This is an optimization exercise on Yosys and OpenROAD, whose aim is small area, not a production implementation.
In this exercise RTL edits were held to simulation tests only and were not proved equivalent to the original.

==> flow/design.v (outline; a module is shown in full before it is edited, if it fits) <==
// module mul24_pieces: 1048 lines
// module inc23: 71 lines
// module Fmultiplier: 38 lines
// module fa: 4 lines
// module boothrow: 3 lines
// module boothrow3: 3 lines
// module fadd_pieces: 268 lines
// module Fadder_Fsubtractor: 62 lines
// module z: 32 lines
module z(
    input [31:0] x1, x2, x3,
    input [31:0] w1, w2, w3,
    input clk,
    output[31:0] out
);
  // ...
==> flow/flow/run.sh <==
#!/bin/bash
# The standard layout, with the smallest buffer on the input and output ports.
set -euo pipefail
export BUFFER_PORTS_ARGS="-buffer_cell sky130_fd_sc_hd__buf_1"
bash standard.sh > standard_flow.log 2>&1
==> flow/standard.sh <==
#!/bin/bash
# synth_recipe.tcl (not shown) runs the flow's synth.tcl, then flattens the netlist and writes it again
# the make line also repeats each setting of config.mk as NAME=value (left out here)
make -C /OpenROAD-flow-scripts/flow DESIGN_CONFIG=/design/flow/config.mk WORK_HOME=/design/flow/orfs CLKGATE_MAP_FILE= SYNTH_SCRIPT=/design/flow/synth_recipe.tcl "${@:-finish}"
==> flow/config.mk <==
export PLATFORM = sky130hd
export DESIGN_NAME = z
export DESIGN_NICKNAME = z
export VERILOG_FILES = /design/flow/design.v
export SDC_FILE = /design/flow/constraint.sdc
export NUM_CORES = 4
export LEC_CHECK = 0
export CAP_MARGIN = 20
export CORE_MARGIN = 2
export CORE_UTILIZATION = 60
export CTS_BUF_LIST = sky130_fd_sc_hd__clkbuf_4
export CTS_CLUSTER_DIAMETER = 40
export CTS_CLUSTER_SIZE = 8
export SLEW_MARGIN = 20
export SYNTH_HIERARCHICAL = 1
==> flow/constraint.sdc <==
create_clock -name core_clock -period 12.0 [get_ports {clk}]
set_input_delay 2.4000 -clock core_clock [delete_from_list [all_inputs] [get_ports {clk}]]
set_output_delay 2.4000 -clock core_clock [all_outputs]
set_load 0.01 [all_outputs]
==> impl_metrics.py, run 1 <==
metrics = {
    "yosys": {
        "ys_seq_elements": 224,
        "yosys.area_share.simple_pct": 14.5,
        "async_reset_ff_share_pct": 0,
        "synthTopCellsByArea": "fa_1, a221oi_1, dfxtp_1, nor2_1, ha_1",
        "synth_common_cells": "nor2_1, fa_1, a221oi_1",
        "synth_top_area_share_pct": 33.3,
        "yosys-mux-area-fraction_pct": 6.68,
        "synth-edff-count": 0,
    },
    "layout": {
        "antenna_cells": 1,
        "clock_area_share_pct": 0.892,
        "fin_util_pct": 62.4,
        "layout_commonest_cell": "nor2_1",
    },
    "global_routing": {
        "grtUsageMet2_pct": 62.9,
    },
    "worst_setup_path": {
        "critPathMaxStageDelay_ps": 580,
        "critical_path_required_ps": 12600,
        "worstSetupPathType": "reg2reg",
        "crit_buf_inv": 6,
        "worst_ep_arrival_time_ps": 11910,
        "crit_path_end_kind": "flip-flop",
    },
    "sta": {
        "tns_ps": 0,
        "min_period_ps": 11310,
        "worst_pin_slew_ps": 1190,
        "setup_ws_ps": 692,
    },
    "clock_network": {
        "clockRootBuffer": "clkbuf_4",
        "cts_tree": "yes",
        "cts-resized-gates": 0,
    },
    "die": {
        "fp.dieH_microns": 321,
        "std_cell_rows": 116,
    },
    "hold_path": {
        "min-delay-start": "p3_q[9]",
    },
    "outcome": {
        "outcome": "timing/DRC/antenna clean",
    },
    "placed_design": {
        "numPortBuffers": 224,
    },
    "detailed_routing": {
        "wl_met1_mm": 78.2,
        "route.top_layer_used": "met5",
        "routedWlPerCell_microns": 25.9,
        "dr.pass1.iters": 7,
    },
}
==> run 2: changes to the inputs <==
--- a/flow/design.v
+++ b/flow/design.v
@@ -178,55 +178,63 @@
   wire m_148 = ~(m_56 & tb[19]);
   wire m_149 = ~(m_56 & tb[20]);
   wire m_150 = ~(m_56 & tb[21]);
   wire m_151 = ~(m_56 & tb[22]);
   wire m_152 = ~(m_56 & tb[23]);
   wire m_153 = ~m_59;
   wire m_154 = ~m_131;
   wire m_s155, m_c155;
-  fa m_fa155(.a(m_110), .b(m_y61[16]), .c(1'b1), .s(m_s155), .co(m_c155));
+  xnor2m m_xn155(.a(m_110), .b(m_y61[16]), .y(m_s155));
+  or2m m_or155(.a(m_110), .b(m_y61[16]), .y(m_c155));
   wire m_s156, m_c156;
-  fa m_fa156(.a(m_y61[17]), .b(m_y67[15]), .c(1'b1), .s(m_s156), .co(m_c156));
+  xnor2m m_xn156(.a(m_y61[17]), .b(m_y67[15]), .y(m_s156));
+  or2m m_or156(.a(m_y61[17]), .b(m_y67[15]), .y(m_c156));
   wire m_s157, m_c157;
   fa m_fa157(.a(m_116), .b(m_y61[18]), .c(m_y67[16]), .s(m_s157), .co(m_c157));
   wire m_s158, m_c158;
-  fa m_fa158(.a(m_y73[14]), .b(m_y79[12]), .c(1'b1), .s(m_s158), .co(m_c158));
+  xnor2m m_xn158(.a(m_y73[14]), .b(m_y79[12]), .y(m_s158));
+  or2m m_or158(.a(m_y73[14]), .b(m_y79[12]), .y(m_c158));
   wire m_s159, m_c159;
   fa m_fa159(.a(m_y61[19]), .b(m_y67[17]), .c(m_y73[15]), .s(m_s159), .co(m_c159));
   wire m_s160, m_c160;
-  fa m_fa160(.a(m_y79[13]), .b(m_y85[11]), .c(1'b1), .s(m_s160), .co(m_c160));
+  xnor2m m_xn160(.a(m_y79[13]), .b(m_y85[11]), .y(m_s160));
+  or2m m_or160(.a(m_y79[13]), .b(m_y85[11]), .y(m_c160));
   wire m_s161, m_c161;
   fa m_fa161(.a(m_122), .b(m_y61[20]), .c(m_y67[18]), .s(m_s161), .co(m_c161));
   wire m_s162, m_c162;
   fa m_fa162(.a(m_y73[16]), .b(m_y79[14]), .c(m_y85[12]), .s(m_s162), .co(m_c162));
   wire m_s163, m_c163;
-  fa m_fa163(.a(m_y91[10]), .b(m_y97[8]), .c(1'b1), .s(m_s163), .co(m_c163));
+  xnor2m m_xn163(.a(m_y91[10]), .b(m_y97[8]), .y(m_s163));
+  or2m m_or163(.a(m_y91[10]), .b(m_y97[8]), .y(m_c163));
   wire m_s164, m_c164;
   fa m_fa164(.a(m_y61[21]), .b(m_y67[19]), .c(m_y73[17]), .s(m_s164), .co(m_c164));
   wire m_s165, m_c165;
   fa m_fa165(.a(m_y79[15]), .b(m_y85[13]), .c(m_y91[11]), .s(m_s165), .co(m_c165));
   wire m_s166, m_c166;
-  fa m_fa166(.a(m_y97[9]), .b(m_y103[7]), .c(1'b1), .s(m_s166), .co(m_c166));
+  xnor2m m_xn166(.a(m_y97[9]), .b(m_y103[7]), .y(m_s166));
+  or2m m_or166(.a(m_y97[9]), .b(m_y103[7]), .y(m_c166));
   wire m_s167, m_c167;
   fa m_fa167(.a(m_128), .b(m_y61[22]), .c(m_y67[20]), .s(m_s167), .co(m_c167));
   wire m_s168, m_c168;
   fa m_fa168(.a(m_y73[18]), .b(m_y79[16]), .c(m_y85[14]), .s(m_s168), .co(m_c168));
   wire m_s169, m_c169;
   fa m_fa169(.a(m_y91[12]), .b(m_y97[10]), .c(m_y103[8]), .s(m_s169), .co(m_c169));
   wire m_s170, m_c170;
-  fa m_fa170(.a(m_y109[6]), .b(m_y115[4]), .c(1'b1), .s(m_s170), .co(m_c170));
+  xnor2m m_xn170(.a(m_y109[6]), .b(m_y115[4]), .y(m_s170));
+  or2m m_or170(.a(m_y109[6]), .b(m_y115[4]), .y(m_c170));
   wire m_s171, m_c171;
   fa m_fa171(.a(m_y61[23]), .b(m_y67[21]), .c(m_y73[19]), .s(m_s171), .co(m_c171));
   wire m_s172, m_c172;
   fa m_fa172(.a(m_y79[17]), .b(m_y85[15]), .c(m_y91[13]), .s(m_s172), .co(m_c172));
   wire m_s173, m_c173;
   fa m_fa173(.a(m_y97[11]), .b(m_y103[9]), .c(m_y109[7]), .s(m_s173), .co(m_c173));
   wire m_s174, m_c174;
-  fa m_fa174(.a(m_y115[5]), .b(m_y121[3]), .c(1'b1), .s(m_s174), .co(m_c174));
+  xnor2m m_xn174(.a(m_y115[5]), .b(m_y121[3]), .y(m_s174));
+  or2m m_or174(.a(m_y115[5]), .b(m_y121[3]), .y(m_c174));
   wire m_s175, m_c175;
   fa m_fa175(.a(m_129), .b(m_y61[24]), .c(m_y67[22]), .s(m_s175), .co(m_c175));
   wire m_s176, m_c176;
   fa m_fa176(.a(m_y73[20]), .b(m_y79[18]), .c(m_y85[16]), .s(m_s176), .co(m_c176));
   wire m_s177, m_c177;
   fa m_fa177(.a(m_y91[14]), .b(m_y97[12]), .c(m_y103[10]), .s(m_s177), .co(m_c177));
   wire m_s178, m_c178;
   fa m_fa178(.a(m_y109[8]), .b(m_y115[6]), .c(m_y121[4]), .s(m_s178), .co(m_c178));
@@ -256,64 +264,73 @@
   fa m_fa190(.a(m_y115[9]), .b(m_y121[7]), .c(m_y127[5]), .s(m_s190), .co(m_c190));
   wire m_191 = m_133 ^ m_y73[24];
   wire m_192 = m_133 & m_y73[24];
   wire m_s193, m_c193;
   fa m_fa193(.a(m_y79[22]), .b(m_y85[20]), .c(m_y91[18]), .s(m_s193), .co(m_c193));
   wire m_s194, m_c194;
   fa m_fa194(.a(m_y97[16]), .b(m_y103[14]), .c(m_y109[12]), .s(m_s194), .co(m_c194));
   wire m_s195, m_c195;
-  fa m_fa195(.a(m_y115[10]), .b(m_y121[8]), .c(1'b1), .s(m_s195), .co(m_c195));
+  xnor2m m_xn195(.a(m_y115[10]), .b(m_y121[8]), .y(m_s195));
+  or2m m_or195(.a(m_y115[10]), .b(m_y121[8]), .y(m_c195));
   wire m_s196, m_c196;
   fa m_fa196(.a(m_71), .b(m_134), .c(m_y79[23]), .s(m_s196), .co(m_c196));
   wire m_s197, m_c197;
   fa m_fa197(.a(m_y85[21]), .b(m_y91[19]), .c(m_y97[17]), .s(m_s197), .co(m_c197));
   wire m_s198, m_c198;
   fa m_fa198(.a(m_y103[15]), .b(m_y109[13]), .c(m_y115[11]), .s(m_s198), .co(m_c198));
   wire m_199 = m_135 ^ m_y79[24];
   wire m_200 = m_135 & m_y79[24];
   wire m_s201, m_c201;
   fa m_fa201(.a(m_y85[22]), .b(m_y91[20]), .c(m_y97[18]), .s(m_s201), .co(m_c201));
   wire m_s202, m_c202;
-  fa m_fa202(.a(m_y103[16]), .b(m_y109[14]), .c(1'b1), .s(m_s202), .co(m_c202));
+  xnor2m m_xn202(.a(m_y103[16]), .b(m_y109[14]), .y(m_s202));
+  or2m m_or202(.a(m_y103[16]), .b(m_y109[14]), .y(m_c202));
   wire m_s203, m_c203;
   fa m_fa203(.a(m_77), .b(m_136), .c(m_y85[23]), .s(m_s203), .co(m_c203));
   wire m_s204, m_c204;
   fa m_fa204(.a(m_y91[21]), .b(m_y97[19]), .c(m_y103[17]), .s(m_s204), .co(m_c204));
   wire m_205 = m_137 ^ m_y85[24];
   wire m_206 = m_137 & m_y85[24];
   wire m_s207, m_c207;
-  fa m_fa207(.a(m_y91[22]), .b(m_y97[20]), .c(1'b1), .s(m_s207), .co(m_c207));
+  xnor2m m_xn207(.a(m_y91[22]), .b(m_y97[20]), .y(m_s207));
+  or2m m_or207(.a(m_y91[22]), .b(m_y97[20]), .y(m_c207));
   wire m_s208, m_c208;
   fa m_fa208(.a(m_83), .b(m_138), .c(m_y91[23]), .s(m_s208), .co(m_c208));
   wire m_209 = ~m_139;
   wire m_s210, m_c210;
-  fa m_fa210(.a(m_92), .b(m_y61[10]), .c(1'b1), .s(m_s210), .co(m_c210));
+  xnor2m m_xn210(.a(m_92), .b(m_y61[10]), .y(m_s210));
+  or2m m_or210(.a(m_92), .b(m_y61[10]), .y(m_c210));
   wire m_s211, m_c211;
-  fa m_fa211(.a(m_y61[11]), .b(m_y67[9]), .c(1'b1), .s(m_s211), .co(m_c211));
+  xnor2m m_xn211(.a(m_y61[11]), .b(m_y67[9]), .y(m_s211));
+  or2m m_or211(.a(m_y61[11]), .b(m_y67[9]), .y(m_c211));
   wire m_s212, m_c212;
   fa m_fa212(.a(m_98), .b(m_y61[12]), .c(m_y67[10]), .s(m_s212), .co(m_c212));
   wire m_s213, m_c213;
-  fa m_fa213(.a(m_y73[8]), .b(m_y79[6]), .c(1'b1), .s(m_s213), .co(m_c213));
+  xnor2m m_xn213(.a(m_y73[8]), .b(m_y79[6]), .y(m_s213));
+  or2m m_or213(.a(m_y73[8]), .b(m_y79[6]), .y(m_c213));
   wire m_s214, m_c214;
   fa m_fa214(.a(m_y61[13]), .b(m_y67[11]), .c(m_y73[9]), .s(m_s214), .co(m_c214));
   wire m_s215, m_c215;
-  fa m_fa215(.a(m_y79[7]), .b(m_y85[5]), .c(1'b1), .s(m_s215), .co(m_c215));
+  xnor2m m_xn215(.a(m_y79[7]), .b(m_y85[5]), .y(m_s215));
+  or2m m_or215(.a(m_y79[7]), .b(m_y85[5]), .y(m_c215));
   wire m_s216, m_c216;
   fa m_fa216(.a(m_104), .b(m_y61[14]), .c(m_y67[12]), .s(m_s216), .co(m_c216));
   wire m_s217, m_c217;
   fa m_fa217(.a(m_y73[10]), .b(m_y79[8]), .c(m_y85[6]), .s(m_s217), .co(m_c217));
   wire m_s218, m_c218;
-  fa m_fa218(.a(m_y91[4]), .b(m_y97[2]), .c(1'b1), .s(m_s218), .co(m_c218));
+  xnor2m m_xn218(.a(m_y91[4]), .b(m_y97[2]), .y(m_s218));
+  or2m m_or218(.a(m_y91[4]), .b(m_y97[2]), .y(m_c218));
   wire m_s219, m_c219;
   fa m_fa219(.a(m_y61[15]), .b(m_y67[13]), .c(m_y73[11]), .s(m_s219), .co(m_c219));
   wire m_s220, m_c220;
   fa m_fa220(.a(m_y79[9]), .b(m_y85[7]), .c(m_y91[5]), .s(m_s220), .co(m_c220));
   wire m_s221, m_c221;
-  fa m_fa221(.a(m_y97[3]), .b(m_y103[1]), .c(1'b1), .s(m_s221), .co(m_c221));
+  xnor2m m_xn221(.a(m_y97[3]), .b(m_y103[1]), .y(m_s221));
+  or2m m_or221(.a(m_y97[3]), .b(m_y103[1]), .y(m_c221));
   wire m_s222, m_c222;
   fa m_fa222(.a(m_y67[14]), .b(m_y73[12]), .c(m_y79[10]), .s(m_s222), .co(m_c222));
   wire m_s223, m_c223;
   fa m_fa223(.a(m_y85[8]), .b(m_y91[6]), .c(m_y97[4]), .s(m_s223), .co(m_c223));
   wire m_s224, m_c224;
   fa m_fa224(.a(m_y103[2]), .b(m_y109[0]), .c(m_s155), .s(m_s224), .co(m_c224));
   wire m_s225, m_c225;
   fa m_fa225(.a(m_y73[13]), .b(m_y79[11]), .c(m_y85[9]), .s(m_s225), .co(m_c225));
@@ -429,40 +446,46 @@
   fa m_fa280(.a(m_y103[21]), .b(m_y109[19]), .c(m_y115[17]), .s(m_s280), .co(m_c280));
   wire m_s281, m_c281;
   fa m_fa281(.a(m_y121[15]), .b(m_y127[13]), .c(m_139), .s(m_s281), .co(m_c281));
   wire m_282 = m_141 ^ m_y97[24];
   wire m_283 = m_141 & m_y97[24];
   wire m_s284, m_c284;
   fa m_fa284(.a(m_y103[22]), .b(m_y109[20]), .c(m_y115[18]), .s(m_s284), .co(m_c284));
   wire m_s285, m_c285;
-  fa m_fa285(.a(m_y121[16]), .b(m_y127[14]), .c(1'b1), .s(m_s285), .co(m_c285));
+  xnor2m m_xn285(.a(m_y121[16]), .b(m_y127[14]), .y(m_s285));
+  or2m m_or285(.a(m_y121[16]), .b(m_y127[14]), .y(m_c285));
   wire m_s286, m_c286;
   fa m_fa286(.a(m_95), .b(m_142), .c(m_y103[23]), .s(m_s286), .co(m_c286));
   wire m_s287, m_c287;
   fa m_fa287(.a(m_y109[21]), .b(m_y115[19]), .c(m_y121[17]), .s(m_s287), .co(m_c287));
   wire m_288 = m_143 ^ m_y103[24];
   wire m_289 = m_143 & m_y103[24];
   wire m_s290, m_c290;
-  fa m_fa290(.a(m_y109[22]), .b(m_y115[20]), .c(1'b1), .s(m_s290), .co(m_c290));
+  xnor2m m_xn290(.a(m_y109[22]), .b(m_y115[20]), .y(m_s290));
+  or2m m_or290(.a(m_y109[22]), .b(m_y115[20]), .y(m_c290));
   wire m_s291, m_c291;
   fa m_fa291(.a(m_101), .b(m_144), .c(m_y109[23]), .s(m_s291), .co(m_c291));
   wire m_292 = ~m_145;
   wire m_s293, m_c293;
-  fa m_fa293(.a(m_80), .b(m_y61[6]), .c(1'b1), .s(m_s293), .co(m_c293));
+  xnor2m m_xn293(.a(m_80), .b(m_y61[6]), .y(m_s293));
+  or2m m_or293(.a(m_80), .b(m_y61[6]), .y(m_c293));
   wire m_s294, m_c294;
-  fa m_fa294(.a(m_y61[7]), .b(m_y67[5]), .c(1'b1), .s(m_s294), .co(m_c294));
+  xnor2m m_xn294(.a(m_y61[7]), .b(m_y67[5]), .y(m_s294));
+  or2m m_or294(.a(m_y61[7]), .b(m_y67[5]), .y(m_c294));
   wire m_s295, m_c295;
   fa m_fa295(.a(m_86), .b(m_y61[8]), .c(m_y67[6]), .s(m_s295), .co(m_c295));
   wire m_s296, m_c296;
-  fa m_fa296(.a(m_y73[4]), .b(m_y79[2]), .c(1'b1), .s(m_s296), .co(m_c296));
+  xnor2m m_xn296(.a(m_y73[4]), .b(m_y79[2]), .y(m_s296));
+  or2m m_or296(.a(m_y73[4]), .b(m_y79[2]), .y(m_c296));
   wire m_s297, m_c297;
   fa m_fa297(.a(m_y61[9]), .b(m_y67[7]), .c(m_y73[5]), .s(m_s297), .co(m_c297));
   wire m_s298, m_c298;
-  fa m_fa298(.a(m_y79[3]), .b(m_y85[1]), .c(1'b1), .s(m_s298), .co(m_c298));
+  xnor2m m_xn298(.a(m_y79[3]), .b(m_y85[1]), .y(m_s298));
+  or2m m_or298(.a(m_y79[3]), .b(m_y85[1]), .y(m_c298));
   wire m_s299, m_c299;
   fa m_fa299(.a(m_y67[8]), .b(m_y73[6]), .c(m_y79[4]), .s(m_s299), .co(m_c299));
   wire m_s300, m_c300;
   fa m_fa300(.a(m_y85[2]), .b(m_y91[0]), .c(m_s210), .s(m_s300), .co(m_c300));
   wire m_s301, m_c301;
   fa m_fa301(.a(m_y73[7]), .b(m_y79[5]), .c(m_y85[3]), .s(m_s301), .co(m_c301));
   wire m_s302, m_c302;
   fa m_fa302(.a(m_y91[1]), .b(m_c210), .c(m_s211), .s(m_s302), .co(m_c302));
@@ -584,24 +607,27 @@
   fa m_fa360(.a(m_y127[18]), .b(m_292), .c(m_c291), .s(m_s360), .co(m_c360));
   wire m_s361, m_c361;
   fa m_fa361(.a(m_107), .b(m_146), .c(m_y115[23]), .s(m_s361), .co(m_c361));
   wire m_s362, m_c362;
   fa m_fa362(.a(m_y121[21]), .b(m_y127[19]), .c(m_145), .s(m_s362), .co(m_c362));
   wire m_363 = m_147 ^ m_y115[24];
   wire m_364 = m_147 & m_y115[24];
   wire m_s365, m_c365;
-  fa m_fa365(.a(m_y121[22]), .b(m_y127[20]), .c(1'b1), .s(m_s365), .co(m_c365));
+  xnor2m m_xn365(.a(m_y121[22]), .b(m_y127[20]), .y(m_s365));
+  or2m m_or365(.a(m_y121[22]), .b(m_y127[20]), .y(m_c365));
   wire m_s366, m_c366;
   fa m_fa366(.a(m_113), .b(m_148), .c(m_y121[23]), .s(m_s366), .co(m_c366));
   wire m_367 = ~m_149;
   wire m_s368, m_c368;
-  fa m_fa368(.a(m_74), .b(m_y61[4]), .c(1'b1), .s(m_s368), .co(m_c368));
+  xnor2m m_xn368(.a(m_74), .b(m_y61[4]), .y(m_s368));
+  or2m m_or368(.a(m_74), .b(m_y61[4]), .y(m_c368));
   wire m_s369, m_c369;
-  fa m_fa369(.a(m_y61[5]), .b(m_y67[3]), .c(1'b1), .s(m_s369), .co(m_c369));
+  xnor2m m_xn369(.a(m_y61[5]), .b(m_y67[3]), .y(m_s369));
+  or2m m_or369(.a(m_y61[5]), .b(m_y67[3]), .y(m_c369));
   wire m_s370, m_c370;
   fa m_fa370(.a(m_y67[4]), .b(m_y73[2]), .c(m_y79[0]), .s(m_s370), .co(m_c370));
   wire m_s371, m_c371;
   fa m_fa371(.a(m_y73[3]), .b(m_y79[1]), .c(m_c293), .s(m_s371), .co(m_c371));
   wire m_s372, m_c372;
   fa m_fa372(.a(m_y85[0]), .b(m_c294), .c(m_s296), .s(m_s372), .co(m_c372));
   wire m_s373, m_c373;
   fa m_fa373(.a(m_c296), .b(m_s298), .c(m_c295), .s(m_s373), .co(m_c373));
@@ -674,19 +700,21 @@
   wire m_s407, m_c407;
   fa m_fa407(.a(m_y127[21]), .b(m_c365), .c(m_364), .s(m_s407), .co(m_c407));
   wire m_s408, m_c408;
   fa m_fa408(.a(m_y121[24]), .b(m_y127[22]), .c(m_367), .s(m_s408), .co(m_c408));
   wire m_s409, m_c409;
   fa m_fa409(.a(m_119), .b(m_150), .c(m_y127[23]), .s(m_s409), .co(m_c409));
   wire m_410 = ~m_151;
   wire m_s411, m_c411;
-  fa m_fa411(.a(m_68), .b(m_y61[2]), .c(1'b1), .s(m_s411), .co(m_c411));
+  xnor2m m_xn411(.a(m_68), .b(m_y61[2]), .y(m_s411));
+  or2m m_or411(.a(m_68), .b(m_y61[2]), .y(m_c411));
   wire m_s412, m_c412;
-  fa m_fa412(.a(m_y61[3]), .b(m_y67[1]), .c(1'b1), .s(m_s412), .co(m_c412));
+  xnor2m m_xn412(.a(m_y61[3]), .b(m_y67[1]), .y(m_s412));
+  or2m m_or412(.a(m_y61[3]), .b(m_y67[1]), .y(m_c412));
   wire m_s413, m_c413;
   fa m_fa413(.a(m_y67[2]), .b(m_y73[0]), .c(m_s368), .s(m_s413), .co(m_c413));
   wire m_s414, m_c414;
   fa m_fa414(.a(m_y73[1]), .b(m_c368), .c(m_s369), .s(m_s414), .co(m_c414));
   wire m_s415, m_c415;
   fa m_fa415(.a(m_c369), .b(m_s293), .c(m_s370), .s(m_s415), .co(m_c415));
   wire m_s416, m_c416;
   fa m_fa416(.a(m_s294), .b(m_c370), .c(m_s371), .s(m_s416), .co(m_c416));
@@ -1154,16 +1182,22 @@
     wire [7:0] rexp = (e0 ^ ic) ^ 8'h80;
     wire sgn   = A[31] ^ B[31];
     assign result = {sgn & ~(nan & ~zero), (zero | nan) ? 8'b0 : rexp, rfrac};
 endmodule
 module fa(input a, input b, input c, output s, output co);
     assign s  = a ^ b ^ c;
     assign co = (a & b) | (a & c) | (b & c);
 endmodule
+module xnor2m(input a, input b, output y);
+    assign y = ~(a ^ b);
+endmodule
+module or2m(input a, input b, output y);
+    assign y = a | b;
+endmodule
 module boothrow(input one, input two, input [23:0] b, output [24:0] y);
     assign y = ~(({25{one}} & {1'b0, b}) | ({25{two}} & {b, 1'b0}));
 endmodule
 module boothrow3(input p1, input two, input [24:0] c, input [23:0] b, output [24:0] y);
     assign y = ~(({25{p1}} & {1'b0, b}) | ({25{two}} & {b, 1'b0}) | c);
 endmodule
 module fadd_pieces(
     input  [31:0] A,
==> run 2 against run 1 <==
  * Still clean
  * Flip-flop and latch count is the same
  * Worst hold slack gained 62 ps
  * Critical path depth is the same
  * Fmax is essentially flat
  * First-iteration DRC count grew 1.2%
  * Via count shrank 0.21%
==> impl_metrics.py, run 2 <==
metrics = {
    "die": {
        "core_area_sq_um": 98700,
        "die-area_sq_um": 102000,
        "fp.dieH_microns": 320,
        "die_x_microns": 320,
        "start_util_pct": 60.7,
        "std_cell_rows": 115,
        "num_io_pins": 225,
    },
    "hold_path": {
        "hp-class": "reg2reg",
    },
    "sta": {
        "finClkSkew_ps": 65.2,
        "min_period_ps": 11300,
        "tns_ps": 0,
        "maxSlewHeadroom_pct": 21.4,
        "worst_pin_slew_ps": 1180,
        "finalSetupViolations": 0,
        "slew_violations": 0,
        "hold_viol_final": 0,
        "rsz0062_at_grt": "false",
        "fmax_mhz": 88.5,
        "finalCritPeriodShare_pct": 94.2,
    },
    "worst_setup_path": {
        "cp_common_cell": "fa_1",
        "critical_path_required_ps": 12630,
        "worst_ep_arrival_time_ps": 11930,
        "slowest_stage": "xor2_1",
        "worstSetupPathType": "reg2reg",
        "path_delay_family": "compound AO/OA/AOI/OAI gates",
        "crit_path_end_kind": "flip-flop",
        "crit_path_start_kind": "flip-flop",
        "cp_max_fo": 48,
        "crit_buf_inv": 5,
        "critPathMaxStageDelay_ps": 810,
    },
    "global_routing": {
        "antenna_found_initial": 10,
        "grt_pass1_wl_mm": 314,
        "gr-total-overflow": 0,
        "grt_max_degree": 51,
        "grt_pass1_vias": 54695,
        "gr-usage-all-layers_pct": 38.8,
    },
    "layout": {
        "nNetsFinal": 7972,
        "layout_commonest_cell": "nor2_1",
        "fillers": 8784,
        "final_cell_mix": "nor2_1, fa_1, a221oi_1",
        "register_area_sq_um": 4480,
        "multi_input_area_sq_um": 50800,
        "final_area_sq_um": 61400,
        "final_layout_size_suffix_gt1_share_pct": 9.99,
        "stdcell_count": 7868,
        "synthToLayoutAreaGrowth_pct": 2.41,
    },
    "clock_network": {
        "clk_latency_ps": 750,
        "cts.sinks": 224,
        "htreeDepth": 2,
        "clk_pin_slew_ps": 90,
        "ctsLongestPathBuffers": 3,
        "cts_made_buffers": 41,
        "clockRootBuffer": "clkbuf_4",
        "cts_tree": "yes",
    },
    "outcome": {
        "outcome": "timing/DRC/antenna clean",
    },
    "yosys": {
        "synth_top_cell_by_area": "fa_1",
        "syn_area_sq_um": 60000,
        "synth_common_cells": "nor2_1, fa_1, a221oi_1",
        "yosys.cell_types.count": 90,
        "synthTopCellsByArea": "fa_1, a221oi_1, dfxtp_1, nor2_1, ha_1",
        "async_reset_ff_share_pct": 0,
        "avgSynthCellArea_sq_um": 9.12,
        "syn_inst": 6578,
        "synth-edff-count": 0,
        "post-synth-top-count-cell": "nor2_1",
        "ys_seq_elements": 224,
        "synth-seq-area-share_pct": 7.48,
        "ys.flop_type": "dfxtp_1",
        "yosys_warnings": 7,
        "synth_top_area_share_pct": 30.7,
    },
    "detailed_routing": {
        "avgViaCountPerCell": 6.93,
        "num_vias": 54552,
        "routedWlPerCell_microns": 25.4,
        "finalWirelength_mm": 200,
        "drc": 0,
        "detail-route-antenna-nets": 0,
        "drt_iter0_drc": 6942,
        "dr.pass1.iters": 10,
    },
    "placed_design": {
        "numPortBuffers": 224,
        "hpwl_mm": 148,
        "place_area_sq_um": 60900,
        "place_congestion": 0.952,
        "dp_cells": 7802,
    },
    "run": {
        "maxCapViolCount": 0,
    },
}
## run 2: changes by cell type after synthesis, sizes merged, moves of 9 or more
cell | before | now
fa | 1004 | 920
nand2b | 52 | 43
or2 | 15 | 99
xnor2 | 182 | 269
## run 2: path summary, 6_finish.rpt
check,depth (start not counted),startpoint,slack [ps],end
worst min register to register,0,s_q[14],320,out_q[14]
worst max register to register,45,p3_qq[12],700,s_q[30]
worst max-delay path,45,p3_qq[12],700,s_q[30]
worst min-delay path,0,s_q[14],320,out_q[14]
## run 2: cell families (layout without fill, tap and decap cells)
kind of cell             Yosys count  in the layout  synth area share (%)
AO/OA/AOI/OAI                   1580           1580                  20.5
adder cells (fa/ha/maj)         1221           1221                  37.0
multiplexers                     323            323                  6.74
flip-flops                       224            224                  7.48
buffers and inverters            873            869                  8.15
other                              2              9                0.0125
AND/OR/NAND/NOR                 2041           2041                  15.6
XOR/XNOR                         314            314                  4.59
## run 2: per-layer routing
metal / GRT usage (%) / wire length [microns] / vias to the layer above
met5: 0.142 / 38 / -
li1: - / - / 23815
met2: 60.5 / 88900 / 3566
met1: 51.4 / 78500 / 26399
met4: 17.5 / 10300 / 6
met3: 9.31 / 22400 / 766
## run 2: through the flow
step                      hold slack, ps  util, %  setup slack, ps
final                                324     62.2              700
after global routing                 309     62.2             26.7
after CTS                            319     62.2              504
after detailed placement             312     61.7              461
after global placement               310     61.7              487
after floorplan                      310        -             1660
## run 2: Yosys stat by module, one instance, submodules excluded, excerpt
module / flops+latches / copies in the design / cells
or2m: 0 / 84 / 1
xnor2m: 0 / 84 / 1
fadd_pieces: 0 / 2 / 223
Fmultiplier: 0 / 3 / 104
mul24_pieces: 0 / 3 / 735
inc23: 0 / 3 / 103
## run 2: timing repair
| action | CTS | global route |
|---|---|---|
| endpoints found under the hold margin | 0 | 0 |
| setup buffers | 0 | 0 |
| hold buffers | 0 | 0 |
| setup endpoints to repair | 0 | 2 |
| gates resized for setup | 0 | 3 |
## run 2: layout make-up
cell class,count,area share [%]
multi-input combinational,5481,82.8
sequential,224,7.30
timing repair buffer,453,4.29
tap,1287,2.62
inverter,357,2.18
clock buffer,43,0.526
clock inverter,16,0.245
antenna,7,0.0285
==> run 3: changes to the inputs <==
--- a/flow/config.mk
+++ b/flow/config.mk
@@ -7,7 +7,7 @@
 export LEC_CHECK = 0
 export CAP_MARGIN = 20
 export CORE_MARGIN = 2
-export CORE_UTILIZATION = 60
+export CORE_UTILIZATION = 55
 export CTS_BUF_LIST = sky130_fd_sc_hd__clkbuf_4
 export CTS_CLUSTER_DIAMETER = 40
 export CTS_CLUSTER_SIZE = 8
==> run 3 against run 2 <==
  * Die area up 9.0%
  * Area after synthesis stayed put
  * Count of clock-buffer cells in the layout grew 2
  * First-iteration DRC count down 15%
  * Wire length increased by 3.8%
  * Via count fell by 1.1%
  * Flip-flop and latch count unchanged
  * Utilization fell by 5.3 points
  * Synthesized cell count unchanged
  * Clock skew grew 39 ps
  * Critical path type unchanged
  * Largest cell class unchanged
  * Highest routed layer unchanged
==> impl_metrics.py, run 3 <==
metrics = {
    "clock_network": {
        "clockRootBuffer": "clkbuf_4",
        "ctsLongestPathBuffers": 3,
        "htreeDepth": 2,
        "cts_tree": "yes",
        "cts_made_buffers": 41,
        "clk_latency_ps": 790,
        "cts.sinks": 224,
        "clk_pin_slew_ps": 90,
    },
    "detailed_routing": {
        "finalWirelength_mm": 208,
        "routedWlPerCell_microns": 25.9,
        "dr.pass1.iters": 6,
        "drc": 0,
        "num_vias": 53943,
        "drt_iter0_drc": 5908,
        "avgViaCountPerCell": 6.74,
        "detail-route-antenna-nets": 0,
    },
    "yosys": {
        "synth_fa_ha_area_share_pct": 37.0,
        "synth_common_cells": "nor2_1, fa_1, a221oi_1",
        "syn_area_sq_um": 60000,
        "syn_inst": 6578,
        "ys_seq_elements": 224,
        "avgSynthCellArea_sq_um": 9.12,
        "synth_top_family_by_area": "adder cells",
        "synthTopCellsByArea": "fa_1, a221oi_1, dfxtp_1, nor2_1, ha_1",
        "async_reset_ff_share_pct": 0,
        "ys.flop_type": "dfxtp_1",
        "synth_top_area_share_pct": 30.7,
        "yosys-mux-area-fraction_pct": 6.74,
        "post-synth-top-count-cell": "nor2_1",
        "synth_compound_gate_area_share_pct": 20.5,
        "synth_top_cell_by_area": "fa_1",
        "synth_xor_area_share_pct": 4.59,
        "yosys.area_share.simple_pct": 15.6,
        "yosys_warnings": 7,
        "synth-seq-area-share_pct": 7.48,
        "yosys.cell_types.count": 90,
        "synth-edff-count": 0,
    },
    "placed_design": {
        "place_congestion": 0.983,
        "hpwl_mm": 154,
        "numPortBuffers": 224,
        "dp_cells": 7937,
    },
    "outcome": {
        "outcome": "timing/DRC/antenna clean",
    },
    "global_routing": {
        "grt_max_degree": 40,
        "gr-total-overflow": 0,
        "antenna_found_initial": 5,
        "grt_pass1_wl_mm": 321,
        "gr-usage-all-layers_pct": 36.9,
        "grt_pass1_vias": 53773,
    },
    "sta": {
        "finalSetupViolations": 0,
        "fmax_mhz": 89.0,
        "slew_violations": 0,
        "finClkSkew_ps": 105,
        "maxSlewHeadroom_pct": 23.8,
        "rsz0062_at_grt": "true",
        "worst_pin_slew_ps": 1140,
        "hold_viol_final": 0,
        "min_period_ps": 11240,
        "finalCritPeriodShare_pct": 93.6,
    },
    "die": {
        "core_area_sq_um": 109000,
        "die_x_microns": 334,
        "start_util_pct": 55.2,
        "fp.dieH_microns": 334,
        "std_cell_rows": 121,
        "die-area_sq_um": 112000,
        "num_io_pins": 225,
    },
    "layout": {
        "synthToLayoutAreaGrowth_pct": 2.97,
        "nNetsFinal": 7984,
        "layout_commonest_cell": "nor2_1",
        "stdcell_count": 8005,
        "fin_util_pct": 56.9,
        "final_cell_mix": "nor2_1, fa_1, a221oi_1",
        "final_layout_size_suffix_gt1_share_pct": 10.4,
    },
    "worst_setup_path": {
        "crit_path_start_kind": "flip-flop",
        "cp_common_cell": "fa_1",
        "critical_path_required_ps": 12560,
        "crit_path_end_kind": "flip-flop",
        "critPathMaxStageDelay_ps": 700,
        "cp_max_fo": 28,
        "worst_ep_arrival_time_ps": 11800,
        "slowest_stage": "mux2_2",
        "worstSetupPathType": "reg2reg",
    },
    "hold_path": {
        "hp-class": "reg2reg",
    },
    "run": {
        "maxCapViolCount": 0,
    },
}
## run 3: cell counts after synthesis
Identical to the previous run, type by type.
## run 3: modules after synthesis, one instance, submodules excluded, a selection
module / times used / area (sq um) / cells inside / flip-flops and latches
boothrow3: 36 / 256 / 29 / 0
inc23: 3 / 601 / 103 / 0
xnor2m: 84 / 8.76 / 1 / 0
Fmultiplier: 3 / 861 / 104 / 0
fadd_pieces: 2 / 1780 / 223 / 0
z: 1 / 4480 / 224 / 224
## run 3: final cells by class
| type | count | area, sq um |
|---|---|---|
| Multi-Input combinational cell | 5481 | 50900 |
| Sequential cell | 224 | 4480 |
| Timing Repair Buffer | 465 | 2740 |
| Inverter | 357 | 1340 |
| Clock inverter | 17 | 186 |
| Antenna cell | 2 | 5.00 |
| Clock buffer | 45 | 338 |
| Tap cell | 1414 | 1770 |
| Fill cell | 9883 | 46800 |
## run 3: final timing paths
path / startpoint / endpoint / slack, ps / cells past startpoint
worst max-delay path: p2_q[25] / s12_q[30] / 760 / 45
worst min-delay path: p3_q[28] / p3_qq[28] / 230 / 0
worst max register to register: p2_q[25] / s12_q[30] / 760 / 45
worst min register to register: p3_q[28] / p3_qq[28] / 230 / 0
## run 3: cells by family (layout without fill, tap and decap cells)
group	after synthesis	count (layout)
xor+xnor	314	314
simple gates	2041	2041
flops	224	224
other cells	2	4
fa+ha+maj	1221	1221
compound gates	1580	1580
buf+inv	873	884
mux	323	323
## run 3: stage by stage
stage | area [sq um] | setup slack [ps] | setup TNS (ps) | hold slack (ps)
2_1_floorplan | 60000 | 1660 | 0 | 310
3_3_place_gp | 61100 | 393 | 0 | 310
3_5_place_dp | 61100 | 452 | 0 | 312
4_1_cts | 61700 | 391 | 0 | 221
5_1_grt | 61700 | -54.0 | -54.0 | 254
6_report | 61700 | 764 | 0 | 232
## run 3: worst max-delay path, delay by kind of cell, from the launching register on
kind	cells	cell delay, ps
fa+ha+maj	10	3090
compound gates	17	3990
flops	1	450
mux	2	1000
simple gates	9	1020
xor+xnor	4	1230
buf+inv	3	190
## run 3: repair_timing
action                     CTS  global route
setup endpoints to repair    0             4
hold buffers                 0             0
buffers inserted             0             4
resized for setup            0             7
## run 3: layer usage
layer  share of wire (%)  up-vias  GRT usage (%)
li1                    -    23849              -
met1                  40    26133           48.9
met2                  44     3259           57.6
met3                  11      698           8.71
met4                 5.0        4           15.9
met5               0.013        -              0

-- static timing again, ports no longer ideal --
No port has a modelled driver above. Below, the same layouts with a new extraction and two added sets of constraints.
Step 1 assumes that a clkbuf_16 drives the clock port and a buf_2 every other input.
Step 2 moves the port delays by t, midway between the first and last clock arrival at a register: inputs arrive t later, outputs are due t later. That takes back most of the time a late clock gives input paths.
a / b / c = no drivers / after step 1 / after step 2; a / b = the first two.
| run | t, ns | slack for setup (ns) | latest minus earliest clock arrival (ns) | worst slew at a driven data input, ns |
|---|---|---|---|---|
| run 1 | 0.794 | 0.692 / 0.692 / 0.303 | 0.137 / 0.138 | 0.11 |
| run 2 | 0.774 | 0.700 / 0.700 / 0.508 | 0.066 / 0.065 | 0.10 |
| run 3 | 0.798 | 0.764 / 0.764 / 0.523 | 0.107 / 0.107 | 0.08 |
After both steps every run listed still meets setup and hold. For run 1, which loses most, drivers alone change the setup slack by 0.000 ns; drivers and shift together by -0.389 ns.
